This is an optimization exercise on Yosys and OpenROAD, whose aim is small area, a short achievable clock period and few clock cycles, not a production implementation.
The RTL was checked by simulation tests, not by an equivalence proof against the original design.

**flow/flow/run.sh**
```bash
#!/bin/bash
# The standard layout, with two changes to how it is made:
#  - port buffers of a regular buffer cell (buf_4) instead of the delay cell
#    that buffer_ports picks by default;
#  - repair_timing asked for more setup margin than the 12 ns clock needs,
#    so that it also works on paths that already meet 12 ns.
set -euo pipefail
bash standard.sh finish "BUFFER_PORTS_ARGS=-buffer_cell sky130_fd_sc_hd__buf_4" SETUP_SLACK_MARGIN=8.55 CTS_CLUSTER_SIZE=28 CTS_CLUSTER_DIAMETER=70 > standard_flow.log 2>&1
```
**flow/standard.sh**
```bash
#!/bin/bash
# synth_recipe.tcl (not shown) runs the flow's synth.tcl, then flattens the netlist and writes it again
# the make line also repeats each setting of config.mk as NAME=value (left out here)
make -C /OpenROAD-flow-scripts/flow DESIGN_CONFIG=/design/flow/config.mk WORK_HOME=/design/flow/orfs CLKGATE_MAP_FILE= SYNTH_SCRIPT=/design/flow/synth_recipe.tcl "${@:-finish}"
```
**flow/config.mk**
```make
export PLATFORM = sky130hd
export DESIGN_NAME = LASER
export DESIGN_NICKNAME = LASER
export VERILOG_FILES = /design/flow/design.v
export SDC_FILE = /design/flow/constraint.sdc
export NUM_CORES = 4
export LEC_CHECK = 0
export CAP_MARGIN = 20
export CORE_MARGIN = 2
export CORE_UTILIZATION = 40
export SLEW_MARGIN = 20
```
**flow/constraint.sdc**
```tcl
create_clock -name core_clock -period 12.0 [get_ports {CLK}]
set_input_delay 2.4000 -clock core_clock [delete_from_list [all_inputs] [get_ports {CLK}]]
set_output_delay 2.4000 -clock core_clock [all_outputs]
set_load 0.01 [all_outputs]
```
**flow/design.v**
```verilog
module LASER (
input CLK,
input RST,
input [3:0] X,
input [3:0] Y,
output reg [3:0] C1X,
output reg [3:0] C1Y,
output reg [3:0] C2X,
output reg [3:0] C2Y,
output reg DONE);
reg [3:0] c1x, c1y, c2x, c2y;
localparam NR = 38;            
localparam OP_NONE = 2'd0, OP_CAND = 2'd1, OP_REF = 2'd2, OP_INIT = 2'd3;
function [3:0] dm;
    input [3:0] a;
    input [3:0] q;
    reg k1, k2, k3;
    begin
        dm[0] = a[0] ^ q[0];
        k1 = a[0] & q[0];
        dm[1] = a[1] ^ q[1] ^ k1;
        k2 = (a[1] & q[1]) | (k1 & (a[1] ^ q[1]));
        dm[2] = a[2] ^ q[2] ^ k2;
        k3 = (a[2] & q[2]) | (k2 & (a[2] ^ q[2]));
        dm[3] = a[3] ^ q[3] ^ k3;
    end
endfunction
function [5:0] cside;
    input [3:0] c;
    cside = {c + 4'd1, c[3] & c[2], ~c[3] & ~c[2]};
endfunction
function cov;
    input [5:0] sx, sy;
    input [7:0] q;
    reg [3:0] dx, dy;
    reg fx, fy, t;
    begin
        fx = (sx[1] & q[7] & q[6]) | (sx[0] & ~q[7] & ~q[6]);
        fy = (sy[1] & q[3] & q[2]) | (sy[0] & ~q[3] & ~q[2]);
        dx = dm(sx[5:2], q[7:4]);
        dy = dm(sy[5:2], q[3:0]);
        case ({dx, dy})
            8'h00, 8'h01, 8'h02, 8'h03, 8'h04, 8'h0c, 8'h0d, 8'h0e, 8'h0f,
            8'h10, 8'h11, 8'h12, 8'h13, 8'h1d, 8'h1e, 8'h1f,
            8'h20, 8'h21, 8'h22, 8'h23, 8'h2d, 8'h2e, 8'h2f,
            8'h30, 8'h31, 8'h32, 8'h3e, 8'h3f,
            8'h40,
            8'hc0,
            8'hd0, 8'hd1, 8'hd2, 8'hde, 8'hdf,
            8'he0, 8'he1, 8'he2, 8'he3, 8'hed, 8'hee, 8'hef,
            8'hf0, 8'hf1, 8'hf2, 8'hf3, 8'hfd, 8'hfe, 8'hff: t = 1'b1;
            default: t = 1'b0;
        endcase
        cov = t & ~fx & ~fy;
    end
endfunction
function [7:0] mv;
    input [3:0] x, y;
    input circ;
    input [1:0] d;
    input [2:0] s;
    begin
        case (d)
            2'd0: mv = {x + {1'b0, s}, y};
            2'd1: mv = {x - {1'b0, s}, y};
            2'd2: mv = {x, circ ? y - {1'b0, s} : y + {1'b0, s}};
            default: mv = {x, circ ? y + {1'b0, s} : y - {1'b0, s}};
        endcase
    end
endfunction
function [1:0] fa;
    input a, b, c;
    fa = {(a & b) | (a & c) | (b & c), a ^ b ^ c};
endfunction
function [3:0] pc13;
    input [12:0] b;
    reg [1:0] a1, a2, a3, a4, b1, b2, c1, c2, d1, e1;
    begin
        a1 = fa(b[0], b[1], b[2]);
        a2 = fa(b[3], b[4], b[5]);
        a3 = fa(b[6], b[7], b[8]);
        a4 = fa(b[9], b[10], b[11]);
        b1 = fa(a1[0], a2[0], a3[0]);
        b2 = fa(a4[0], b[12], b1[0]);           
        c1 = fa(a1[1], a2[1], a3[1]);
        c2 = fa(a4[1], b1[1], b2[1]);
        d1 = fa(c1[0], c2[0], 1'b0);             
        e1 = fa(c1[1], c2[1], d1[1]);            
        pc13 = {e1[1], e1[0], d1[0], b2[0]};
    end
endfunction
function [2:0] pc7;
    input [6:0] b;
    reg [1:0] s1, s2, s3, s4;
    begin
        s1 = fa(b[0], b[1], b[2]);
        s2 = fa(b[3], b[4], b[5]);
        s3 = fa(s1[0], s2[0], b[6]);
        s4 = fa(s1[1], s2[1], s3[1]);
        pc7 = {s4[1], s4[0], s3[0]};
    end
endfunction
reg inph;
reg [5:0] cnt;
reg ldr, p0r, p1r, lastr;
reg [3:0] qxr, qyr;           
reg [5:0] rxr, ryr;           
reg [7:0] p1q;
reg [7:0] ring [0:NR-1];
integer j;
always @(posedge CLK or posedge RST) begin
    if (RST) begin
        inph <= 1'b1; cnt <= 6'd0;
        ldr <= 1'b0; p0r <= 1'b0; p1r <= 1'b0; lastr <= 1'b0;
    end else begin
        if (!inph && !srch && !lastr) begin    
            inph <= 1'b1; cnt <= 6'd0;
        end else if (inph) begin
            cnt <= cnt + 6'd1;
            if (cnt == 6'd39) inph <= 1'b0;
        end
        ldr <= inph;
        p0r <= inph && cnt == 6'd0;
        p1r <= inph && cnt == 6'd1;
        lastr <= inph && cnt == 6'd39;
    end
end
always @(posedge CLK) begin
    DONE <= done_n;
    C1X <= c1x; C1Y <= c1y; C2X <= c2x; C2Y <= c2y;
    if (ldr) begin
        qxr <= qxn; rxr <= rxn;
        qyr <= qyn; ryr <= ryn;
    end
    if (p1r) p1q <= ring[0];
    ring[0] <= inph ? ~{X, Y} : ring[NR-1];
    for (j = 1; j < NR; j = j + 1) ring[j] <= ring[j-1];
end
wire [3:0] xr = ~ring[0][7:4];
wire [3:0] yr = ~ring[0][3:0];
wire [5:0] tx_ = (p0r ? 6'd0 : rxr) + {2'd0, xr};
wire [5:0] ty_ = (p0r ? 6'd0 : ryr) + {2'd0, yr};
wire ovx = tx_ >= 6'd40;
wire ovy = ty_ >= 6'd40;
wire [3:0] qxn = (p0r ? 4'd0 : qxr) + {3'd0, ovx};
wire [3:0] qyn = (p0r ? 4'd0 : qyr) + {3'd0, ovy};
wire [5:0] rxn = ovx ? tx_ - 6'd40 : tx_;
wire [5:0] ryn = ovy ? ty_ - 6'd40 : ty_;
wire [3:0] qx = qxn;
wire [3:0] qy = qyn;
reg srch, stopped;
reg circle, ch, acc;
reg [1:0] d;
reg [2:0] I;
reg [5:0] maxc;
reg [1:0] op0, op1, op2;
reg [5:0] sx0, sy0, tx0, ty0;    
reg [6:0] mt0, mt1, mt2;         
reg [NR:0] u1;                   
reg [3:0] g2 [0:2];              
reg [NR-1:0] m1, m2;             
reg m1p, m2p;                    
wire [2:0] s_main = ch ? 3'd1 : I;
wire [3:0] movx = circle ? c1x : c2x;
wire [3:0] movy = circle ? c1y : c2y;
wire [7:0] ic = mv(movx, movy, circle, d, s_main);
wire [7:0] ip = mv(movx, movy, circle, d, I);
wire [5:0] nmax = ~maxc;
wire [5:0] count = {2'd0, g2[0]} + {2'd0, g2[1]} + {2'd0, g2[2]};
wire [3:0] cs_s, cs_c;
wire [5:0] ct_s, ct_c;
genvar h;
generate
    for (h = 0; h < 4; h = h + 1) begin : CSA1
        assign {cs_c[h], cs_s[h]} = fa(g2[0][h], g2[1][h], g2[2][h]);
    end
    for (h = 0; h < 6; h = h + 1) begin : CSA2
        wire a_ = (h < 4) ? cs_s[h] : 1'b0;
        wire b_ = (h >= 1 && h <= 4) ? cs_c[h-1] : 1'b0;
        assign {ct_c[h], ct_s[h]} = fa(a_, b_, nmax[h]);
    end
endgenerate
wire [6:0] cg, cp;
assign cg[0] = 1'b0; assign cp[0] = ct_s[0];
generate
    for (h = 1; h < 6; h = h + 1) begin : GP
        assign cg[h] = ct_s[h] & ct_c[h-1];
        assign cp[h] = ct_s[h] | ct_c[h-1];
    end
endgenerate
wire c6 = cg[5] | (cp[5] & (cg[4] | (cp[4] & (cg[3] | (cp[3] & (cg[2] | (cp[2] & cg[1])))))));
wire accept = (op2 == OP_CAND) && (ct_c[5] ^ c6);
wire kc = mt2[6];
wire [1:0] kd = mt2[5:4];
wire [2:0] kI = mt2[3:1];
wire kch = mt2[0];
wire [3:0] kmx = kc ? c1x : c2x;
wire [3:0] kmy = kc ? c1y : c2y;
wire [7:0] kcand = mv(kmx, kmy, kc, kd, kch ? 3'd1 : kI);
wire cent = lastr;
wire done_n = srch && stopped && op0 == OP_NONE && op1 == OP_NONE &&
              (op2 == OP_NONE || (op2 == OP_CAND && !accept));
always @(posedge CLK or posedge RST) begin
    if (RST) begin
        srch <= 1'b0; op0 <= OP_NONE; op1 <= OP_NONE; op2 <= OP_NONE;
    end else begin
        if (done_n) srch <= 1'b0;
        else if (cent) srch <= 1'b1;
        op2 <= accept ? OP_NONE : op1;
        op1 <= (accept || op0 == OP_REF) ? OP_NONE : op0;
        if (accept) op0 <= OP_REF;
        else if (cent) op0 <= OP_INIT;
        else if (srch && !stopped) op0 <= OP_CAND;
        else op0 <= OP_NONE;
    end
end
wire [NR-1:0] fm = mt0[6] ? m2 : m1;
wire fmp = mt0[6] ? m2p : m1p;
wire init0 = (op0 == OP_INIT);
wire wr1 = (op0 == OP_REF && mt0[6]) || init0;
wire wr2 = (op0 == OP_REF && !mt0[6]) || init0;
wire [NR-1:0] chk;
wire chkp = cov(tx0, ty0, p1q);
genvar g;
generate
    for (g = 0; g < NR; g = g + 1) begin : CK
        assign chk[g] = cov(sx0, sy0, ring[g]);
    end
endgenerate
always @(posedge CLK) begin
    if (accept) begin
        sx0 <= cside(kcand[7:4]); sy0 <= cside(kcand[3:0]);
        tx0 <= cside(kcand[7:4]); ty0 <= cside(kcand[3:0]);
        mt0 <= {kc, 6'd0};
        if (kc) begin c1x <= kcand[7:4]; c1y <= kcand[3:0]; end
        else    begin c2x <= kcand[7:4]; c2y <= kcand[3:0]; end
        maxc <= count;
        stopped <= 1'b0;
        ch <= 1'b1;
        if (kd == 2'd3) begin
            circle <= ~kc; d <= 2'd0; I <= 3'd1; acc <= 1'b0;
        end else begin
            circle <= kc; d <= kd + 2'd1; I <= kch ? 3'd1 : kI; acc <= 1'b1;
        end
    end else if (cent) begin
        c1x <= qx; c1y <= qy; c2x <= qx; c2y <= qy;
        sx0 <= cside(qx); sy0 <= cside(qy); tx0 <= cside(qx); ty0 <= cside(qy);
        mt0 <= 7'd0;
        stopped <= 1'b0; circle <= 1'b0; d <= 2'd0; I <= 3'd1; ch <= 1'b0; acc <= 1'b0;
    end else begin
        if (op2 == OP_INIT) begin
            maxc <= count;
            ch <= count != 6'd0;
        end
        sx0 <= cside(ic[7:4]); sy0 <= cside(ic[3:0]);
        tx0 <= cside(ip[7:4]); ty0 <= cside(ip[3:0]);
        mt0 <= {circle, d, I, ch};
        if (srch && !stopped) begin
            if (d == 2'd3) begin
                circle <= ~circle; d <= 2'd0;
                if (!ch && I == 3'd7) stopped <= 1'b1;
                I <= ch ? 3'd1 : I + 3'd1;
                ch <= acc; acc <= 1'b0;
            end else begin
                d <= d + 2'd1;
                if (ch) I <= 3'd1;
            end
        end
    end
    for (j = 0; j < NR; j = j + 1)
        u1[j] <= chk[j] | (fm[j] & ~init0);
    u1[NR] <= chkp | (fmp & ~init0);
    mt1 <= mt0;
    for (j = 0; j < NR; j = j + 1) begin
        m1[j] <= wr1 ? chk[(j+NR-1)%NR] : m1[(j+NR-1)%NR];
        m2[j] <= wr2 ? chk[(j+NR-1)%NR] : m2[(j+NR-1)%NR];
    end
    if (wr1) m1p <= chkp;
    if (wr2) m2p <= chkp;
    g2[0] <= pc13(u1[12:0]);
    g2[1] <= pc13(u1[25:13]);
    g2[2] <= pc13(u1[38:26]);
    mt2 <= mt1;
end
endmodule
```
==> impl_metrics.prom, run 1 <==
# TYPE chip_impl_metric gauge
chip_impl_metric{name="firstDrtPassIters",unit=""} 7
chip_impl_info{name="final_common_cell",value="dfxtp_1"} 1
chip_impl_metric{name="multi_input_area",unit="mm²"} 0.01728
chip_impl_info{name="tritoncts_clock_tree",value="done"} 1
chip_impl_metric{name="detail_route.drc_violations",unit=""} 0
chip_impl_metric{name="mappedNetlistNets",unit=""} 3420
chip_impl_metric{name="routabilityCongestion",unit=""} 0.8574
chip_impl_metric{name="number_of_global_route_vias_before_repair",unit=""} 21048
chip_impl_metric{name="path_clk_slew",unit="ns"} 0.09
chip_impl_info{name="outcome",value="timing/DRC/antenna clean"} 1
chip_impl_metric{name="netlist_area",unit="mm²"} 0.03098
chip_impl_metric{name="yosysSeqAreaShare",unit="%"} 39.17
chip_impl_metric{name="routed_wire_length_per_instance",unit="µm"} 17.60
chip_impl_info{name="synthFlopType",value="dfxtp_1"} 1
chip_impl_info{name="cp-end-kind",value="primary output"} 1
chip_impl_metric{name="grt_pass1_wl",unit="mm"} 116.2
chip_impl_metric{name="report.final.slew_viol_count",unit=""} 0
chip_impl_metric{name="ctsLongestPathBuffers",unit=""} 3
chip_impl_metric{name="numClockSinks",unit=""} 572
chip_impl_metric{name="synth-seq-cells",unit=""} 572
chip_impl_metric{name="wirelength",unit="mm"} 73.74
chip_impl_metric{name="fillers",unit=""} 7359
chip_impl_metric{name="timing.critical_path.slowest_cell_delay",unit="ns"} 0.33
chip_impl_metric{name="critical_path_peak_fanout",unit=""} 1
chip_impl_metric{name="postRouteAntennaNets",unit=""} 0
chip_impl_metric{name="setup-violations-final",unit=""} 0
chip_impl_metric{name="diodes",unit=""} 0
chip_impl_metric{name="layout_min_cycle_time",unit="ns"} 3.451
chip_impl_metric{name="grt_util_all_layers",unit="%"} 18.44
chip_impl_metric{name="fp.coreArea",unit="mm²"} 0.07708
chip_impl_metric{name="place.port_buffers",unit=""} 26
chip_impl_metric{name="total_of_warnings_raised_by_yosys",unit=""} 3
chip_impl_metric{name="synth_top_area_share",unit="%"} 31.99
chip_impl_metric{name="cts_inserted_buffers",unit=""} 38
chip_impl_info{name="unrepaired_setup_endpoints_after_global_routing",value="yes"} 1
chip_impl_metric{name="dp.cells",unit=""} 4075
chip_impl_metric{name="ff_latch_area",unit="mm²"} 0.01218
chip_impl_metric{name="final_stage_net_count",unit=""} 3482
chip_impl_metric{name="num_io_pins",unit=""} 27
chip_impl_info{name="cp_slowest_cell",value="dfxtp_2"} 1
chip_impl_metric{name="die_height",unit="µm"} 282.3
chip_impl_info{name="yosys.area.top_type",value="dfxtp_1"} 1
chip_impl_metric{name="min_period_over_period",unit="%"} 28.76
chip_impl_metric{name="hold_violations",unit=""} 0
chip_impl_metric{name="cp.buffers_inverters",unit=""} 1
chip_impl_metric{name="yosysUniqueCellTypes",unit=""} 88
chip_impl_metric{name="grt_start_max_net_pins",unit=""} 69
chip_impl_metric{name="die_x",unit="µm"} 282.3
chip_impl_metric{name="synthCells",unit=""} 3058
chip_impl_metric{name="postSynth.asyncResetShare",unit="%"} 3.147
chip_impl_metric{name="vias_cell",unit=""} 5.140
chip_impl_metric{name="grt_overflow",unit=""} 0
chip_impl_metric{name="final_area",unit="mm²"} 0.03455
chip_impl_metric{name="maxSlewHeadroom",unit="%"} 38.87
chip_impl_info{name="clock_tree.root_cell",value="clkbuf_16"} 1
chip_impl_metric{name="timing.critical_path.required",unit="ns"} 9.60
chip_impl_metric{name="layoutNonFillerInstCount",unit=""} 4190
chip_impl_metric{name="dieArea",unit="mm²"} 0.07968
chip_impl_info{name="critical_path.top_delay_family",value="flip-flops"} 1
chip_impl_metric{name="synth_area_per_cell",unit="µm²"} 10.13
chip_impl_info{name="hp-class",value="flip-flop to flip-flop"} 1
chip_impl_info{name="startpoint_type",value="flip-flop"} 1
chip_impl_metric{name="initialDrtViolationCount",unit=""} 1479
chip_impl_metric{name="fin_worst_hold_slack",unit="ns"} 0.3308
chip_impl_metric{name="worst-slew-pin-transition",unit="ns"} 0.9169
chip_impl_metric{name="fin_worst_skew",unit="ns"} 0.04223
chip_impl_metric{name="dr_total_vias",unit=""} 21535
chip_impl_metric{name="maxCapViolCount",unit=""} 0
chip_impl_metric{name="synth_enable_flop_cells",unit=""} 59
chip_impl_metric{name="floorplan.initialDensity",unit="%"} 40.18
chip_impl_info{name="crit_chain",value="buf_6"} 1
chip_impl_metric{name="finalSetupTns",unit="ns"} 0
chip_impl_info{name="layout.cells.most_common_list",value="dfxtp_1, inv_1, fa_1"} 1
chip_impl_metric{name="fmax",unit="MHz"} 289.8
chip_impl_metric{name="flow.area_growth_from_synthesis",unit="%"} 11.53
chip_impl_metric{name="layout-drive-gt1-share",unit="%"} 9.524
chip_impl_metric{name="dp.final_hpwl",unit="mm"} 49.31
chip_impl_info{name="ys_top_cells_by_area",value="dfxtp_1, fa_1, ha_1"} 1
chip_impl_metric{name="worst_ep_arrival_time",unit="ns"} 1.05
chip_impl_metric{name="clk_latency_worst_skew_pair",unit="ns"} 0.61
chip_impl_metric{name="cts-hold-fix-buffers",unit=""} 0
chip_impl_metric{name="post_dp_cell_area",unit="mm²"} 0.03242
chip_impl_metric{name="antenna_found_initial",unit=""} 0
chip_impl_info{name="critical_path_class",value="flip-flop to primary output"} 1
chip_impl_metric{name="htreeDepth",unit=""} 2
chip_impl_metric{name="fp-row-count",unit=""} 102
==> what timing repair did <==
item | 4_1_cts | 5_1_grt
setup endpoints to repair | 190 | 90
gates cloned | 0 | 3
setup buffers | 12 | 30
resized for setup | 58 | 45
pin swaps | 4 | 10
==> area by class of cell <==
class	count	share of cell area, %
clock buffers	43	2.836
clock inverters	27	1.130
inverters	413	4.553
multi-input cells	2004	50.01
flip-flops and latches	572	35.25
well taps	1040	3.767
repair buffers	91	2.456
==> Yosys cell counts (59+ instances only) <==
library cell	n
dfxtp_1	495
inv_1	411
fa_1	202
o21ai_0	196
nand2_1	183
nor2_1	167
ha_1	150
xnor2_1	125
mux2i_1	93
nand2b_1	88
a21oi_1	84
nand3_1	83
a32oi_1	64
edfxtp_1	59
==> sequential cells by signal (all words and copies together), names as in the netlist, 7 cells and up <==
| signal | flops |
|---|---|
| g2 | 12 |
| m1 | 38 |
| m2 | 38 |
| mt0 | 7 |
| mt1 | 7 |
| mt2 | 7 |
| p1q | 8 |
| ring | 304 |
| u1 | 39 |
==> stage by stage <==
step / setup WS (ns) / utilization, %
floorplan: 8.201 / -
global route: 8.469 / 44.82
CTS: 8.511 / 44.21
finish: 8.549 / 44.82
global placement: 8.068 / 42.06
detailed placement: 8.031 / 42.06
==> worst paths after layout <==
path	slack, ns	startpoint	depth (start not counted)	end
min in group asynchronous	1.96	RST	2	srch
setup / recovery	8.55	C1X[0]	1	C1X[0]
max in group asynchronous	9.42	RST	2	p0r
setup reg to reg	8.66	circle	11	sy0[5]
hold / removal	0.33	mt1[4]	0	mt2[4]
hold reg to reg	0.33	mt1[4]	0	mt2[4]
==> metal layers <==
metal / vias up / global-route usage (%) / wire [µm]
li1: 10586 / - / -
met1: 10444 / 25.92 / 34800
met2: 406 / 30.40 / 34410
met3: 99 / 2.090 / 2854
met4: 0 / 4.301 / 1674
met5: - / 0 / 0
==> logic make-up after synthesis <==
| family | after synthesis | synth area share [%] |
|---|---|---|
| flip-flops | 572 | 39.17 |
| multiplexers | 115 | 3.805 |
| XOR/XNOR | 181 | 6.390 |
| AO/OA/AOI/OAI | 595 | 12.68 |
| buffers and inverters | 483 | 6.091 |
| AND/OR/NAND/NOR | 752 | 12.49 |
| adder cells (fa/ha/maj) | 360 | 19.37 |
Testbench counts, summed over its fixed seeds: cycles 44,462.
==> run 2, diff against run 1 <==
==> flow/flow/run.sh (replaced) <==
#!/bin/bash
# The standard layout, with two changes to how it is made:
#  - port buffers of a regular buffer cell (buf_4) instead of the delay cell
#    that buffer_ports picks by default;
#  - repair_timing asked for more setup margin than the 12 ns clock needs,
#    so that it also works on paths that already meet 12 ns.
set -euo pipefail
bash standard.sh finish "BUFFER_PORTS_ARGS=-buffer_cell sky130_fd_sc_hd__buf_4" SETUP_SLACK_MARGIN=8.55 ABC_AREA=1 CTS_CLUSTER_SIZE=28 CTS_CLUSTER_DIAMETER=70 > standard_flow.log 2>&1
==> run 2 against run 1 <==
Net effect:
- still clean
- fmax decreased by 0.48%
- global-route usage increased by 0.57 points
- sequential cell count unchanged
- first-iteration DRC count decreased by 5.9%
- sequential share of layout area decreased by 1.6 points
- critical path depth unchanged
- routed wire length increased by 7.3%
- clock skew decreased by 0.0046 ns
- via count increased by 18%
==> impl_metrics.prom, run 2 <==
# TYPE chip_impl_metric gauge
chip_impl_info{name="outcome",value="timing/DRC/antenna clean"} 1
chip_impl_info{name="synthFlopType",value="dfxtp_1"} 1
chip_impl_info{name="critical_path.top_delay_family",value="flip-flops"} 1
chip_impl_info{name="yosys-top-cells-count",value="nand2_1, inv_1, dfxtp_1, nand3_1, nor2_1"} 1
chip_impl_metric{name="grt_pass1_wl",unit="mm"} 130.0
chip_impl_metric{name="synth_top_area_share",unit="%"} 30.03
chip_impl_metric{name="cp.buffers_inverters",unit=""} 1
chip_impl_metric{name="fp.coreArea",unit="mm²"} 0.08185
chip_impl_metric{name="synthCells",unit=""} 4099
chip_impl_metric{name="r2r_setup_slack",unit="ns"} 8.76
chip_impl_metric{name="synth_enable_flop_cells",unit=""} 59
chip_impl_metric{name="fp-row-count",unit=""} 105
chip_impl_metric{name="report.final.slew_viol_count",unit=""} 0
chip_impl_metric{name="diodes",unit=""} 0
chip_impl_info{name="registers.top_by_ff_count",value="ring"} 1
chip_impl_metric{name="total_of_warnings_raised_by_yosys",unit=""} 3
chip_impl_metric{name="dp.final_hpwl",unit="mm"} 55.66
chip_impl_metric{name="ctsLongestPathBuffers",unit=""} 3
chip_impl_metric{name="dieArea",unit="mm²"} 0.08481
chip_impl_metric{name="netlist_area",unit="mm²"} 0.03300
chip_impl_metric{name="hold_violations",unit=""} 0
chip_impl_metric{name="setup-violations-final",unit=""} 0
chip_impl_metric{name="synth_compound_area_share",unit="%"} 7.739
chip_impl_info{name="startpoint_type",value="flip-flop"} 1
chip_impl_metric{name="routabilityCongestion",unit=""} 0.8658
chip_impl_metric{name="cts_inserted_buffers",unit=""} 41
chip_impl_info{name="layout.cells.most_common_list",value="nand2_1, inv_1, dfxtp_1"} 1
chip_impl_metric{name="floorplan.initialDensity",unit="%"} 40.32
chip_impl_metric{name="layout_min_cycle_time",unit="ns"} 3.468
chip_impl_metric{name="synth_area_per_cell",unit="µm²"} 8.051
chip_impl_info{name="endpoint",value="C1X[1]"} 1
chip_impl_info{name="ys_top_cells_by_area",value="dfxtp_1, fa_1, nand2_1"} 1
chip_impl_metric{name="grt_util_all_layers",unit="%"} 19.00
chip_impl_info{name="timing.critical_path.from",value="C1X[1]"} 1
chip_impl_info{name="reg_top3",value="ring x304, u1 x39"} 1
chip_impl_info{name="crit_chain",value="buf_6"} 1
chip_impl_metric{name="yosysSeqAreaShare",unit="%"} 36.77
chip_impl_metric{name="antenna_found_initial",unit=""} 1
chip_impl_metric{name="timing.critical_path.slowest_cell_delay",unit="ns"} 0.37
chip_impl_metric{name="finalSetupTns",unit="ns"} 0
chip_impl_info{name="post-synth-top-count-cell",value="nand2_1"} 1
chip_impl_info{name="unrepaired_setup_endpoints_after_global_routing",value="yes"} 1
chip_impl_metric{name="detail_route.drc_violations",unit=""} 0
chip_impl_metric{name="postRouteAntennaNets",unit=""} 0
chip_impl_metric{name="layout-drive-gt1-share",unit="%"} 6.784
chip_impl_metric{name="flow.area_growth_from_synthesis",unit="%"} 9.673
chip_impl_metric{name="final_stage_net_count",unit=""} 4487
chip_impl_metric{name="post_synth_and_or_nand_nor_area_fraction",unit="%"} 23.45
chip_impl_info{name="critical_path_class",value="flip-flop to primary output"} 1
chip_impl_metric{name="grt_overflow",unit=""} 0
chip_impl_info{name="crit-reg2reg-capture",value="c1x[0]"} 1
chip_impl_metric{name="worst_ep_arrival_time",unit="ns"} 1.07
chip_impl_info{name="clock_tree.root_cell",value="clkbuf_16"} 1
chip_impl_metric{name="fin_worst_skew",unit="ns"} 0.03767
chip_impl_metric{name="wirelength",unit="mm"} 79.10
chip_impl_info{name="combinational_family_with_the_most_area_after_synthesis",value="simple AND/OR/NAND/NOR gates"} 1
chip_impl_metric{name="yosys.area_share.adder",unit="%"} 17.94
chip_impl_metric{name="ff_to_ff_path_depth",unit=""} 13
chip_impl_metric{name="worst-slew-pin-transition",unit="ns"} 0.9177
chip_impl_metric{name="firstDrtPassIters",unit=""} 5
chip_impl_metric{name="grt_start_max_net_pins",unit=""} 42
chip_impl_metric{name="die_height",unit="µm"} 291.2
chip_impl_metric{name="initialDrtViolationCount",unit=""} 1391
chip_impl_metric{name="mappedNetlistNets",unit=""} 4461
chip_impl_metric{name="place.port_buffers",unit=""} 26
chip_impl_metric{name="clk_latency_worst_skew_pair",unit="ns"} 0.62
chip_impl_metric{name="yosysUniqueCellTypes",unit=""} 58
chip_impl_metric{name="routed_wire_length_per_instance",unit="µm"} 15.13
chip_impl_metric{name="number_of_global_route_vias_before_repair",unit=""} 24536
chip_impl_metric{name="critical_path_peak_fanout",unit=""} 1
chip_impl_metric{name="fin_worst_hold_slack",unit="ns"} 0.3294
chip_impl_metric{name="yosys.area_share.xor_xnor",unit="%"} 4.717
chip_impl_metric{name="post_synth_mux_area_share",unit="%"} 0
chip_impl_metric{name="maxSlewHeadroom",unit="%"} 38.75
chip_impl_info{name="hp-class",value="flip-flop to flip-flop"} 1
chip_impl_info{name="regToRegStartpoint",value="g2[0][2]"} 1
chip_impl_metric{name="vias_cell",unit=""} 4.858
chip_impl_metric{name="worst-path-stages",unit=""} 1
chip_impl_metric{name="cts-hold-fix-buffers",unit=""} 0
chip_impl_info{name="final_common_cell",value="nand2_1"} 1
chip_impl_metric{name="numClockSinks",unit=""} 572
chip_impl_metric{name="num_io_pins",unit=""} 27
chip_impl_info{name="cp_slowest_cell",value="dfxtp_2"} 1
chip_impl_metric{name="die_x",unit="µm"} 291.2
chip_impl_metric{name="path_clk_slew",unit="ns"} 0.08
chip_impl_metric{name="dr_total_vias",unit=""} 25395
chip_impl_metric{name="timing.critical_path.required",unit="ns"} 9.60
chip_impl_metric{name="maxCapViolCount",unit=""} 0
chip_impl_metric{name="min_period_over_period",unit="%"} 28.90
chip_impl_metric{name="htreeDepth",unit=""} 2
chip_impl_info{name="cp-end-kind",value="primary output"} 1
chip_impl_metric{name="postSynth.asyncResetShare",unit="%"} 3.147
chip_impl_metric{name="fmax",unit="MHz"} 288.4
chip_impl_info{name="yosys.area.top_type",value="dfxtp_1"} 1
chip_impl_metric{name="synth-seq-cells",unit=""} 572
chip_impl_metric{name="largest_register_ff_count",unit=""} 304
chip_impl_info{name="tritoncts_clock_tree",value="done"} 1
## run 2: changes by cell type in the layout (fill, tap and decap cells not counted), moves of 31 or more
cell | previous run | this run
mux2i_1 | 91 | 0
inv_1 | 406 | 690
xnor2_1 | 116 | 85
nand2b_1 | 88 | 1
xor2_1 | 30 | 66
nand3_1 | 77 | 336
nor2b_1 | 51 | 0
nand2_1 | 182 | 923
nor3_1 | 26 | 76
nor2_1 | 164 | 304
nor3b_1 | 34 | 0
a32oi_1 | 64 | 0
## run 2: area by class of cell
type,instances,area (µm²)
timing repair buffer,61,556.8
fill,8087,45660
multi-input combinational,2739,17930
sequential,572,12170
clock inverter,32,475.5
inverter,710,2683
tap,1070,1339
clock buffer,43,1044
## run 2: stage by stage
stage / cells / instance area, µm² / setup slack [ns] / utilization [%]
after detailed placement: 5140 / 34320 / 8.090 / 41.93
after CTS: 5219 / 35990 / 8.491 / 43.97
final: 5227 / 36190 / 8.532 / 44.22
after global placement: 5139 / 34310 / 8.091 / 41.92
after global routing: 5227 / 36190 / 8.493 / 44.22
after floorplan: 4099 / 33000 / 8.524 / -
## run 2: per-layer routing
| metal | up-vias | share of wire, % | GRT usage (%) |
|---|---|---|---|
| met1 | 11856 | 48 | 26.88 |
| met3 | 86 | 4.0 | 1.924 |
| met5 | - | 0 | 0 |
| li1 | 13037 | - | - |
| met2 | 416 | 46 | 31.33 |
| met4 | 0 | 1.7 | 4.284 |
## run 2: logic make-up after synthesis
logic type,count (synthesis)
adders and majority gates,352
and+or+nand+nor,1793
xor gates and xnor gates,167
DFF,572
AOI/OAI and AO/OA,427
buffers and inverters,788
## run 2: repair_timing
action / 4_1_cts / 5_1_grt
setup buffers: 4 / 8
pin swaps: 3 / 10
endpoints found under the setup margin: 114 / 136
hold endpoints to repair: 0 / 0
resized for setup: 43 / 38
## run 2: worst min-delay path by stage
stage / startpoint / to / slack (ns) / depth (start not counted)
final: mt0[1] / mt1[1] / 0.33 / 0
after global routing: mt0[1] / mt1[1] / 0.33 / 0
after CTS: mt0[1] / mt1[1] / 0.33 / 0
after detailed placement: mt1[0] / mt2[0] / 0.31 / 0
after global placement: mt0[2] / mt1[2] / 0.31 / 0
after floorplan: mt0[0] / mt1[0] / 0.31 / 0
==> run 3, diff against run 2 <==
==> flow/flow/run.sh (replaced) <==
#!/bin/bash
# The standard layout, with two changes to how it is made:
#  - port buffers of a regular buffer cell (buf_4) instead of the delay cell
#    that buffer_ports picks by default;
#  - repair_timing asked for more setup margin than the 12 ns clock needs,
#    so that it also works on paths that already meet 12 ns.
set -euo pipefail
bash standard.sh finish "BUFFER_PORTS_ARGS=-buffer_cell sky130_fd_sc_hd__buf_4" SETUP_SLACK_MARGIN=8.4 CTS_CLUSTER_SIZE=28 CTS_CLUSTER_DIAMETER=70 > standard_flow.log 2>&1
==> run 3 against run 2 <==
Net effect:
- global-route usage fell by 0.76 points
- still clean
- critical path type unchanged
- clock skew is 0.0053 ns lower
- sequential share of layout area grew 2.0 points
- cell area down 5.7%
==> impl_metrics.prom, run 3 <==
# TYPE chip_impl_metric gauge
chip_impl_metric{name="fmax",unit="MHz"} 289.8
chip_impl_metric{name="synth_enable_flop_cells",unit=""} 59
chip_impl_metric{name="path_clk_slew",unit="ns"} 0.09
chip_impl_metric{name="worst-slew-pin-transition",unit="ns"} 1.052
chip_impl_metric{name="maxCapViolCount",unit=""} 0
chip_impl_metric{name="firstDrtPassIters",unit=""} 5
chip_impl_metric{name="netlist_area",unit="mm²"} 0.03098
chip_impl_info{name="startpoint_type",value="flip-flop"} 1
chip_impl_metric{name="initialDrtViolationCount",unit=""} 1205
chip_impl_metric{name="largest_register_ff_count",unit=""} 304
chip_impl_info{name="cp_slowest_cell",value="dfxtp_1"} 1
chip_impl_info{name="synthFlopType",value="dfxtp_1"} 1
chip_impl_metric{name="layout-drive-gt1-share",unit="%"} 7.374
chip_impl_metric{name="fp-row-count",unit=""} 102
chip_impl_metric{name="final_stage_net_count",unit=""} 3450
chip_impl_metric{name="layout_min_cycle_time",unit="ns"} 3.451
chip_impl_metric{name="dr_total_vias",unit=""} 21291
chip_impl_metric{name="synthCells",unit=""} 3058
chip_impl_metric{name="mappedNetlistNets",unit=""} 3420
chip_impl_metric{name="die_x",unit="µm"} 282.3
chip_impl_metric{name="min_period_over_period",unit="%"} 28.76
chip_impl_info{name="layout.cells.most_common_list",value="dfxtp_1, inv_1, fa_1"} 1
chip_impl_metric{name="routabilityCongestion",unit=""} 0.8607
chip_impl_metric{name="worst_ep_arrival_time",unit="ns"} 1.05
chip_impl_info{name="final_common_cell",value="dfxtp_1"} 1
chip_impl_metric{name="grt_pass1_wl",unit="mm"} 114.7
chip_impl_metric{name="die_height",unit="µm"} 282.3
chip_impl_metric{name="layoutNonFillerInstCount",unit=""} 4159
chip_impl_metric{name="grt_util_all_layers",unit="%"} 18.24
chip_impl_info{name="yosys.area.top_type",value="dfxtp_1"} 1
chip_impl_metric{name="numClockSinks",unit=""} 572
chip_impl_info{name="tritoncts_clock_tree",value="done"} 1
chip_impl_info{name="critical_path_class",value="flip-flop to primary output"} 1
chip_impl_metric{name="floorplan.initialDensity",unit="%"} 40.18
chip_impl_metric{name="critical_path_peak_fanout",unit=""} 1
chip_impl_info{name="ys_top_cells_by_area",value="dfxtp_1, fa_1, ha_1"} 1
chip_impl_info{name="unrepaired_setup_endpoints_after_global_routing",value="yes"} 1
chip_impl_metric{name="hold_violations",unit=""} 0
chip_impl_metric{name="ctsLongestPathBuffers",unit=""} 3
chip_impl_metric{name="routed_wire_length_per_instance",unit="µm"} 17.25
chip_impl_metric{name="yosysUniqueCellTypes",unit=""} 88
chip_impl_info{name="yosys-top-cells-count",value="dfxtp_1, inv_1, fa_1, o21ai_0, nand2_1"} 1
chip_impl_info{name="outcome",value="timing/DRC/antenna clean"} 1
chip_impl_metric{name="synth_area_per_cell",unit="µm²"} 10.13
chip_impl_info{name="clock_tree.root_cell",value="clkbuf_16"} 1
chip_impl_metric{name="postRouteAntennaNets",unit=""} 0
chip_impl_metric{name="setup-violations-final",unit=""} 0
chip_impl_metric{name="yosysSeqAreaShare",unit="%"} 39.17
chip_impl_metric{name="postSynth.asyncResetShare",unit="%"} 3.147
chip_impl_metric{name="fp.coreArea",unit="mm²"} 0.07708
chip_impl_metric{name="r2r_setup_slack",unit="ns"} 8.55
chip_impl_info{name="critical_path.top_delay_family",value="flip-flops"} 1
chip_impl_metric{name="maxSlewHeadroom",unit="%"} 29.62
chip_impl_metric{name="flow.area_growth_from_synthesis",unit="%"} 10.21
chip_impl_metric{name="dp.final_hpwl",unit="mm"} 48.97
chip_impl_metric{name="cts-hold-fix-buffers",unit=""} 0
chip_impl_metric{name="dp.cells",unit=""} 4075
chip_impl_info{name="registers.top_by_ff_count",value="ring"} 1
chip_impl_metric{name="cts_inserted_buffers",unit=""} 39
chip_impl_metric{name="cp.buffers_inverters",unit=""} 1
chip_impl_metric{name="timing.critical_path.required",unit="ns"} 9.60
chip_impl_metric{name="synth_top_area_share",unit="%"} 31.99
chip_impl_info{name="reg_top3",value="ring x304, u1 x39"} 1
chip_impl_metric{name="synth-seq-cells",unit=""} 572
chip_impl_metric{name="number_of_global_route_vias_before_repair",unit=""} 20777
chip_impl_info{name="crit_chain",value="buf_4"} 1
chip_impl_metric{name="vias_cell",unit=""} 5.119
chip_impl_info{name="cp-end-kind",value="primary output"} 1
chip_impl_metric{name="grt_start_max_net_pins",unit=""} 70
chip_impl_metric{name="timing.critical_path.slowest_cell_delay",unit="ns"} 0.31
chip_impl_metric{name="finalSetupTns",unit="ns"} 0
chip_impl_metric{name="antenna_found_initial",unit=""} 0
chip_impl_metric{name="clk_latency_worst_skew_pair",unit="ns"} 0.61
chip_impl_metric{name="report.final.slew_viol_count",unit=""} 0
chip_impl_metric{name="dieArea",unit="mm²"} 0.07968
chip_impl_metric{name="diodes",unit=""} 0
chip_impl_info{name="hp-class",value="flip-flop to flip-flop"} 1
chip_impl_metric{name="fin_worst_skew",unit="ns"} 0.03240
chip_impl_metric{name="detail_route.drc_violations",unit=""} 0
chip_impl_metric{name="num_io_pins",unit=""} 27
chip_impl_metric{name="grt_overflow",unit=""} 0
chip_impl_info{name="post-synth-top-count-cell",value="dfxtp_1"} 1
chip_impl_metric{name="wirelength",unit="mm"} 71.74
chip_impl_metric{name="place.port_buffers",unit=""} 26
chip_impl_metric{name="htreeDepth",unit=""} 2
chip_impl_metric{name="total_of_warnings_raised_by_yosys",unit=""} 3
run 3: cell type report:
cell class,instances,area [µm²]
inverters,413,1575
repair inverters,1,7.507
clock buffers,41,1026
well taps,1040,1301
fillers,7333,42950
flip-flops and latches,572,12150
multi-input cells,2003,17150
repair buffers,58,469.2
clock inverters,31,459.2
run 3: routing by layer:
layer  part of all wire, %  vias to the layer above  GRT usage, %
li1                      -                    10526             -
met1                    48                    10310         25.51
met2                    46                      371         30.17
met3                   3.8                       84         2.197
met4                   2.0                        0         4.206
met5                     0                        -             0
run 3: final timing paths:
path,cells past startpoint,end,from
worst max-delay path,1,C2Y[0],C2Y[0]
worst min-delay path,0,mt1[0],mt0[0]
worst max register to register,16,sy0[5],p0r
worst min register to register,0,mt1[0],mt0[0]
max in group asynchronous,2,p0r,RST
min in group asynchronous,2,lastr,RST
run 3: stage by stage:
step | cell area [µm²] | hold slack [ns] | utilization [%] | setup slack (ns)
floorplan | 31010 | 0.3096 | - | 8.201
finish | 34140 | 0.3301 | 44.29 | 8.549
global placement | 32370 | 0.3099 | 41.99 | 8.009
CTS | 33950 | 0.3312 | 44.04 | 8.386
global route | 34140 | 0.3383 | 44.29 | 8.341
detailed placement | 32370 | 0.3121 | 41.99 | 7.921
run 3: cell families (layout without fill, tap and decap cells):
logic type | after synthesis | count (layout) | share of synthesized area, %
simple gates | 752 | 752 | 12.49
compound gates | 595 | 595 | 12.68
flops | 572 | 572 | 39.17
buf+inv | 483 | 544 | 6.091
fa+ha+maj | 360 | 360 | 19.37
xor+xnor | 181 | 181 | 6.390
mux | 115 | 115 | 3.805
run 3: timing repair:
item                                    in CTS  in global routing
resized for setup                           16                 30
endpoints found under the setup margin     159                 98
pin swaps                                    0                  2
endpoints found under the hold margin        0                  0
buffers inserted                             4                  7
cloned                                       0                  1
==> run 4, diff against run 3 <==
==> flow/flow/run.sh (replaced) <==
#!/bin/bash
set -euo pipefail
bash standard.sh finish "BUFFER_PORTS_ARGS=-buffer_cell sky130_fd_sc_hd__buf_4" SETUP_SLACK_MARGIN=8.55 "CTS_ARGS=-sink_clustering_enable -repair_clock_nets -sink_clustering_size 28 -sink_clustering_max_diameter 70 -sink_clustering_levels 1" > standard_flow.log 2>&1
==> run 4 against run 3 <==
Net effect:
- still clean on timing, DRC and antenna
- worst hold slack improved by 0.00068 ns
- routed wire length increased by 2.8%
- sequential share of layout area is 0.34 points lower
- via count is 1.1% higher
- core utilization increased by 0.53 points
- critical path type unchanged
- critical endpoint is now C1X[0]
- largest cell class unchanged
- highest routed layer unchanged
==> impl_metrics.prom, run 4 <==
# TYPE chip_impl_metric gauge
chip_impl_info{name="outcome",value="timing/DRC/antenna clean"} 1
chip_impl_metric{name="final_stage_net_count",unit=""} 3482
chip_impl_info{name="layout.cells.most_common_list",value="dfxtp_1, inv_1, fa_1"} 1
chip_impl_info{name="critical_path.top_delay_family",value="flip-flops"} 1
chip_impl_metric{name="routabilityCongestion",unit=""} 0.8574
chip_impl_metric{name="cp.buffers_inverters",unit=""} 1
chip_impl_metric{name="timing.critical_path.required",unit="ns"} 9.60
chip_impl_info{name="ys_top_cells_by_area",value="dfxtp_1, fa_1, ha_1"} 1
chip_impl_metric{name="ff_to_ff_path_depth",unit=""} 11
chip_impl_metric{name="timing.critical_path.slowest_cell_delay",unit="ns"} 0.33
chip_impl_metric{name="fp.coreArea",unit="mm²"} 0.07708
chip_impl_metric{name="synth_enable_flop_cells",unit=""} 59
chip_impl_metric{name="synth-seq-cells",unit=""} 572
chip_impl_metric{name="layout-drive-gt1-share",unit="%"} 9.524
chip_impl_metric{name="worst_hold_path.num_cells",unit=""} 0
chip_impl_metric{name="grt_pass1_wl",unit="mm"} 116.2
chip_impl_info{name="worst_hold_path.endpoint",value="mt2[4]"} 1
chip_impl_metric{name="layout_min_cycle_time",unit="ns"} 3.451
chip_impl_info{name="regToRegStartpoint",value="circle"} 1
chip_impl_info{name="reg_top3",value="ring x304, u1 x39"} 1
chip_impl_metric{name="worst-slew-pin-transition",unit="ns"} 0.9169
chip_impl_metric{name="setup-violations-final",unit=""} 0
chip_impl_info{name="yosys.area.top_type",value="dfxtp_1"} 1
chip_impl_metric{name="worst_ep_arrival_time",unit="ns"} 1.05
chip_impl_metric{name="fp-row-count",unit=""} 102
chip_impl_info{name="crit_chain",value="buf_6"} 1
chip_impl_info{name="yosys-top-cells-count",value="dfxtp_1, inv_1, fa_1, o21ai_0, nand2_1"} 1
chip_impl_metric{name="number_of_global_route_vias_before_repair",unit=""} 21048
chip_impl_metric{name="initialDrtViolationCount",unit=""} 1479
chip_impl_metric{name="grt_util_all_layers",unit="%"} 18.44
chip_impl_metric{name="place_ws",unit="ns"} 8.031
chip_impl_metric{name="finalSetupTns",unit="ns"} 0
chip_impl_metric{name="ctsLongestPathBuffers",unit=""} 3
chip_impl_metric{name="mappedNetlistNets",unit=""} 3420
chip_impl_metric{name="floorplan.initialDensity",unit="%"} 40.18
chip_impl_metric{name="firstDrtPassIters",unit=""} 7
chip_impl_metric{name="numClockSinks",unit=""} 572
chip_impl_metric{name="flow.area_growth_from_synthesis",unit="%"} 11.53
chip_impl_info{name="crit-reg2reg-capture",value="sy0[5]"} 1
chip_impl_metric{name="grt_start_max_net_pins",unit=""} 69
chip_impl_metric{name="total_of_warnings_raised_by_yosys",unit=""} 3
chip_impl_metric{name="hold_violations",unit=""} 0
chip_impl_metric{name="critical_path_peak_fanout",unit=""} 1
chip_impl_metric{name="grt_overflow",unit=""} 0
chip_impl_info{name="hp-class",value="flip-flop to flip-flop"} 1
chip_impl_metric{name="met2_usage",unit="%"} 30.40
chip_impl_metric{name="netlist_area",unit="mm²"} 0.03098
chip_impl_metric{name="clk_latency_worst_skew_pair",unit="ns"} 0.61
chip_impl_info{name="min_from",value="mt1[4]"} 1
chip_impl_info{name="cp-end-kind",value="primary output"} 1
chip_impl_metric{name="postSynth.asyncResetShare",unit="%"} 3.147
chip_impl_metric{name="num_io_pins",unit=""} 27
chip_impl_metric{name="vias_cell",unit=""} 5.140
chip_impl_metric{name="die_x",unit="µm"} 282.3
chip_impl_metric{name="synthCells",unit=""} 3058
chip_impl_metric{name="fillers",unit=""} 7359
chip_impl_metric{name="dr_total_vias",unit=""} 21535
chip_impl_metric{name="min_period_over_period",unit="%"} 28.76
chip_impl_info{name="synthFlopType",value="dfxtp_1"} 1
chip_impl_metric{name="diodes",unit=""} 0
chip_impl_info{name="critical_path_class",value="flip-flop to primary output"} 1
chip_impl_metric{name="r2r_setup_slack",unit="ns"} 8.66
chip_impl_metric{name="postRouteAntennaNets",unit=""} 0
chip_impl_metric{name="detail_route.drc_violations",unit=""} 0
chip_impl_metric{name="path_clk_slew",unit="ns"} 0.09
chip_impl_metric{name="grtUsageMet1",unit="%"} 25.92
chip_impl_info{name="registers.top_by_ff_count",value="ring"} 1
chip_impl_metric{name="antenna_found_initial",unit=""} 0
chip_impl_metric{name="global_route.usage.met3",unit="%"} 2.090
chip_impl_info{name="busiest_layer_in_global_routing",value="met2"} 1
chip_impl_metric{name="maxSlewHeadroom",unit="%"} 38.87
chip_impl_metric{name="dieArea",unit="mm²"} 0.07968
chip_impl_metric{name="cts_inserted_buffers",unit=""} 38
chip_impl_metric{name="routed_wire_length_per_instance",unit="µm"} 17.60
chip_impl_info{name="post-synth-top-count-cell",value="dfxtp_1"} 1
chip_impl_metric{name="fmax",unit="MHz"} 289.8
chip_impl_metric{name="report.final.slew_viol_count",unit=""} 0
chip_impl_metric{name="fin_worst_skew",unit="ns"} 0.04223
chip_impl_info{name="tritoncts_clock_tree",value="done"} 1
chip_impl_metric{name="die_height",unit="µm"} 282.3
chip_impl_info{name="final_common_cell",value="dfxtp_1"} 1
chip_impl_metric{name="place.port_buffers",unit=""} 26
chip_impl_metric{name="synth_top_area_share",unit="%"} 31.99
chip_impl_metric{name="synth_area_per_cell",unit="µm²"} 10.13
chip_impl_info{name="startpoint_type",value="flip-flop"} 1
chip_impl_info{name="clock_tree.root_cell",value="clkbuf_16"} 1
chip_impl_metric{name="dp.final_hpwl",unit="mm"} 49.31
chip_impl_metric{name="wirelength",unit="mm"} 73.74
chip_impl_info{name="cp_slowest_cell",value="dfxtp_2"} 1
chip_impl_metric{name="largest_register_ff_count",unit=""} 304
chip_impl_metric{name="maxCapViolCount",unit=""} 0
chip_impl_metric{name="yosysUniqueCellTypes",unit=""} 88
chip_impl_metric{name="yosysSeqAreaShare",unit="%"} 39.17
chip_impl_metric{name="setup_slack",unit="ns"} 8.549
chip_impl_info{name="unrepaired_setup_endpoints_after_global_routing",value="yes"} 1
chip_impl_metric{name="htreeDepth",unit=""} 2
## run 4: per-layer routing
metal / share of wire [%] / wire (µm)
met5: 0 / 0
met3: 3.9 / 2854
met1: 47 / 34800
met4: 2.3 / 1674
met2: 47 / 34410
## run 4: area by class of cell
cell class	count	area [µm²]	area share [%]
Sequential cell	572	12180	35.25
Multi-Input combinational cell	2004	17280	50.01
Timing Repair Buffer	91	848.3	2.456
Inverter	413	1573	4.553
Clock buffer	43	979.7	2.836
Tap cell	1040	1301	3.767
Clock inverter	27	390.4	1.130
## run 4: timing repair
| action | in CTS | in global routing |
|---|---|---|
| pin swaps | 4 | 10 |
| gates cloned | 0 | 3 |
| hold buffers | 0 | 0 |
| setup endpoints to repair | 190 | 90 |
| endpoints found under the hold margin | 0 | 0 |
| setup buffers | 12 | 30 |
| gates resized for setup | 58 | 45 |
## run 4: kinds of logic after synthesis
family	after synthesis	synth area share, %
flip-flops	572	39.17
adder cells (fa/ha/maj)	360	19.37
XOR/XNOR	181	6.390
buffers and inverters	483	6.091
AND/OR/NAND/NOR	752	12.49
multiplexers	115	3.805
AO/OA/AOI/OAI	595	12.68
## run 4: worst max path at each step
stage	cells after the start	start	endpoint
CTS	1	C1X[0]	C1X[0]
detailed placement	11	sx0[3]	m1[7]
global route	11	circle	ty0[5]
global placement	11	sy0[3]	m2[3]
finish	1	C1X[0]	C1X[0]
floorplan	10	sy0[3]	m1[31]
## run 4: through the flow
step / util (%) / std cells / instance area (µm²) / hold slack (ns)
6_report: 44.82 / 4190 / 34550 / 0.3308
3_5_place_dp: 42.06 / 4075 / 32420 / 0.3121
4_1_cts: 44.21 / 4157 / 34080 / 0.3338
3_3_place_gp: 42.06 / 4075 / 32420 / 0.3101
2_1_floorplan: - / 3058 / 31070 / 0.3096
5_1_grt: 44.82 / 4190 / 34550 / 0.3359
==> run 5, diff against run 4 <==
==> flow/run.sh (new file) <==
#!/bin/bash
# synth_recipe.tcl (not shown) runs the flow's synth.tcl, then flattens the netlist and writes it again
# the make line also repeats each setting of config.mk as NAME=value (left out here)
make -C /OpenROAD-flow-scripts/flow DESIGN_CONFIG=/design/flow/config.mk WORK_HOME=/design/flow/orfs CLKGATE_MAP_FILE= SYNTH_SCRIPT=/design/flow/synth_recipe.tcl finish
--- a/flow/config.mk
+++ b/flow/config.mk
@@ -8,4 +8,6 @@
 export CAP_MARGIN = 20
 export CORE_MARGIN = 2
 export CORE_UTILIZATION = 40
+export CTS_CLUSTER_DIAMETER = 70
+export CTS_CLUSTER_SIZE = 28
 export SLEW_MARGIN = 20
removed: flow/flow/run.sh
removed: flow/standard.sh
==> run 5 against run 4 <==
Net effect:
- via count down 1.6%
- synthesized area unchanged
- die area unchanged
- critical path depth up 15
- still clean
- largest cell class unchanged
- synthesized cell count unchanged
- global-route usage down 0.28 points
==> impl_metrics.prom, run 5 <==
# TYPE chip_impl_metric gauge
chip_impl_metric{name="postSynth.asyncResetShare",unit="%"} 3.147
chip_impl_metric{name="maxSlewHeadroom",unit="%"} 33.51
chip_impl_metric{name="die_x",unit="µm"} 282.3
chip_impl_info{name="layout.cells.most_common_list",value="dfxtp_1, inv_1, fa_1"} 1
chip_impl_metric{name="grt_pass1_wl",unit="mm"} 114.0
chip_impl_metric{name="postRouteAntennaNets",unit=""} 0
chip_impl_metric{name="synth_area_per_cell",unit="µm²"} 10.13
chip_impl_metric{name="grt_start_max_net_pins",unit=""} 69
chip_impl_metric{name="grt_util_all_layers",unit="%"} 18.15
chip_impl_metric{name="r2r_setup_slack",unit="ns"} 8.04
chip_impl_info{name="tritoncts_clock_tree",value="done"} 1
chip_impl_metric{name="detail_route.drc_violations",unit=""} 0
chip_impl_metric{name="number_of_global_route_vias_before_repair",unit=""} 20853
chip_impl_metric{name="yosysUniqueCellTypes",unit=""} 88
chip_impl_metric{name="vias_cell",unit=""} 5.111
chip_impl_info{name="final_common_cell",value="dfxtp_1"} 1
chip_impl_info{name="yosys.area.top_type",value="dfxtp_1"} 1
chip_impl_metric{name="synth-seq-cells",unit=""} 572
chip_impl_metric{name="cts-hold-fix-buffers",unit=""} 0
chip_impl_info{name="yosys-top-cells-count",value="dfxtp_1, inv_1, fa_1, o21ai_0, nand2_1"} 1
chip_impl_metric{name="initialDrtViolationCount",unit=""} 1306
chip_impl_metric{name="ctsLongestPathBuffers",unit=""} 3
chip_impl_metric{name="synth_top_area_share",unit="%"} 31.99
chip_impl_info{name="post-synth-top-count-cell",value="dfxtp_1"} 1
chip_impl_metric{name="netlist_area",unit="mm²"} 0.03098
chip_impl_metric{name="fmax",unit="MHz"} 252.8
chip_impl_metric{name="grtUsageMet1",unit="%"} 25.22
chip_impl_metric{name="finalSetupTns",unit="ns"} 0
chip_impl_metric{name="yosys.area_share.xor_xnor",unit="%"} 6.390
chip_impl_metric{name="setup-violations-final",unit=""} 0
chip_impl_metric{name="cts_setup_buffers",unit=""} 0
chip_impl_info{name="unrepaired_setup_endpoints_after_global_routing",value="no"} 1
chip_impl_metric{name="synth_compound_area_share",unit="%"} 12.68
chip_impl_metric{name="routed_wire_length_per_instance",unit="µm"} 17.06
chip_impl_metric{name="largest_register_ff_count",unit=""} 304
chip_impl_metric{name="setup_slack",unit="ns"} 8.044
chip_impl_info{name="ys_top_cells_by_area",value="dfxtp_1, fa_1, ha_1"} 1
chip_impl_metric{name="post_synth_mux_area_share",unit="%"} 3.805
chip_impl_info{name="combinational_family_with_the_most_area_after_synthesis",value="adder cells"} 1
chip_impl_metric{name="grt_overflow",unit=""} 0
chip_impl_metric{name="post_synth_and_or_nand_nor_area_fraction",unit="%"} 12.49
chip_impl_metric{name="maxCapViolCount",unit=""} 0
chip_impl_metric{name="flow.area_growth_from_synthesis",unit="%"} 9.201
chip_impl_info{name="outcome",value="timing/DRC/antenna clean"} 1
chip_impl_metric{name="critical_path_peak_fanout",unit=""} 20
chip_impl_info{name="regToRegStartpoint",value="p0r"} 1
chip_impl_metric{name="place.port_buffers",unit=""} 26
chip_impl_metric{name="dr_total_vias",unit=""} 21189
chip_impl_metric{name="postCtsResizedCells",unit=""} 0
chip_impl_metric{name="worst-slew-pin-transition",unit="ns"} 0.9973
chip_impl_metric{name="fp-row-count",unit=""} 102
chip_impl_info{name="busiest_layer_in_global_routing",value="met2"} 1
chip_impl_metric{name="report.final.slew_viol_count",unit=""} 0
chip_impl_info{name="cp-end-kind",value="flip-flop"} 1
chip_impl_metric{name="synthCells",unit=""} 3058
chip_impl_metric{name="hold_violations",unit=""} 0
chip_impl_metric{name="place_ws",unit="ns"} 8.064
chip_impl_info{name="clock_tree.root_cell",value="clkbuf_16"} 1
chip_impl_metric{name="yosysSeqAreaShare",unit="%"} 39.17
chip_impl_metric{name="num_io_pins",unit=""} 27
chip_impl_metric{name="path_clk_slew",unit="ns"} 0.08
chip_impl_info{name="registers.top_by_ff_count",value="ring"} 1
chip_impl_metric{name="htreeDepth",unit=""} 2
[run 5: changes by cell type in the layout (fill, tap and decap cells not counted), moves of 9 or more]
cell / before / now
fa_1: 192 / 202
clkdlybuf4s50_1: 0 / 26
dfxtp_2: 26 / 9
dfxtp_1: 467 / 486
buf_4: 63 / 21
o21ai_0: 174 / 196
fa_2: 10 / 0
buf_6: 20 / 0
o21ai_1: 25 / 3
xnor2_1: 116 / 125
[run 5: final cells by class]
class | instances | area, µm²
timing repair buffer | 47 | 417.9
sequential | 572 | 12140
inverter | 413 | 1555
tap | 1040 | 1301
fill | 7480 | 43260
multi-input combinational | 2003 | 16980
clock buffer | 42 | 1030
clock inverter | 29 | 396.6
[run 5: worst min-delay path by stage]
stage	start	slack [ns]	end	depth (start not counted)
3_3_place_gp	mt1[1]	0.31	mt2[1]	0
2_1_floorplan	mt0[0]	0.31	mt1[0]	0
3_5_place_dp	mt0[2]	0.31	mt1[2]	0
5_1_grt	ring[33][1]	0.34	ring[34][1]	0
4_1_cts	mt0[2]	0.33	mt1[2]	0
6_report	mt0[2]	0.33	mt1[2]	0
[run 5: per-stage QoR]
step                hold slack (ns)  std cells  instance area (µm²)
floorplan                    0.3096       3058                30980
global placement             0.3101       4075                32400
detailed placement           0.3121       4075                32400
CTS                          0.3284       4146                33830
global route                 0.3353       4146                33830
finish                       0.3277       4146                33830
[run 5: kinds of logic after synthesis]
family | Yosys count
adder cells (fa/ha/maj) | 360
multiplexers | 115
AO/OA/AOI/OAI | 595
buffers and inverters | 483
XOR/XNOR | 181
AND/OR/NAND/NOR | 752
flip-flops | 572
[run 5: critical path, cell delays in order (launching register included)]
cell,delay (ns)
dfrtp_1,0.77
nand2b_1,0.23
inv_1,0.06
ha_1,0.27
a21o_1,0.18
a21o_1,0.20
a21oi_1,0.17
or3_1,0.12
a21oi_1,0.12
a21boi_0,0.19
ha_1,0.22
ha_1,0.21
xnor2_1,0.47
nand3_1,0.16
xor2_1,0.16
nor2_1,0.07
a221o_1,0.25
[run 5: routing by layer]
| layer | vias up | share of wire [%] | wire [µm] |
|---|---|---|---|
| li1 | 10493 | - | - |
| met4 | 0 | 1.8 | 1263 |
| met3 | 82 | 3.8 | 2659 |
| met5 | - | 0 | 0 |
| met2 | 330 | 47 | 33210 |
| met1 | 10284 | 48 | 33600 |

port drivers added, routing unchanged:
How much do the figures lean on ideal ports? The routed layouts below were timed once more, with nothing changed but the port constraints.
Step 1: set_driving_cell puts a clkbuf_16 on CLK and a buf_2 on each other input, an assumption about the parent block.
Step 2 moves the port delays by t, midway between the first and last clock arrival at a register: inputs arrive t later, outputs are due t later. That takes back most of the time a late clock gives input paths.
Three values: ideal ports, drivers, drivers and shift; two values: the first two.
run	shift t [ns]	setup WS [ns]	latest minus earliest clock arrival (ns)	worst slew at a driven data input, ns
run 1	0.651	8.549 / 8.485 / 8.659	0.049 / 0.049	0.03
run 2	0.656	8.532 / 8.472 / 8.757	0.045 / 0.044	0.06
run 3	0.651	8.549 / 8.488 / 8.552	0.034 / 0.034	0.03
run 4	0.651	8.549 / 8.485 / 8.659	0.049 / 0.049	0.03
run 5	0.651	8.044 / 8.044 / 8.044	0.044 / 0.043	0.04
After both steps setup and hold are still met in every run listed.
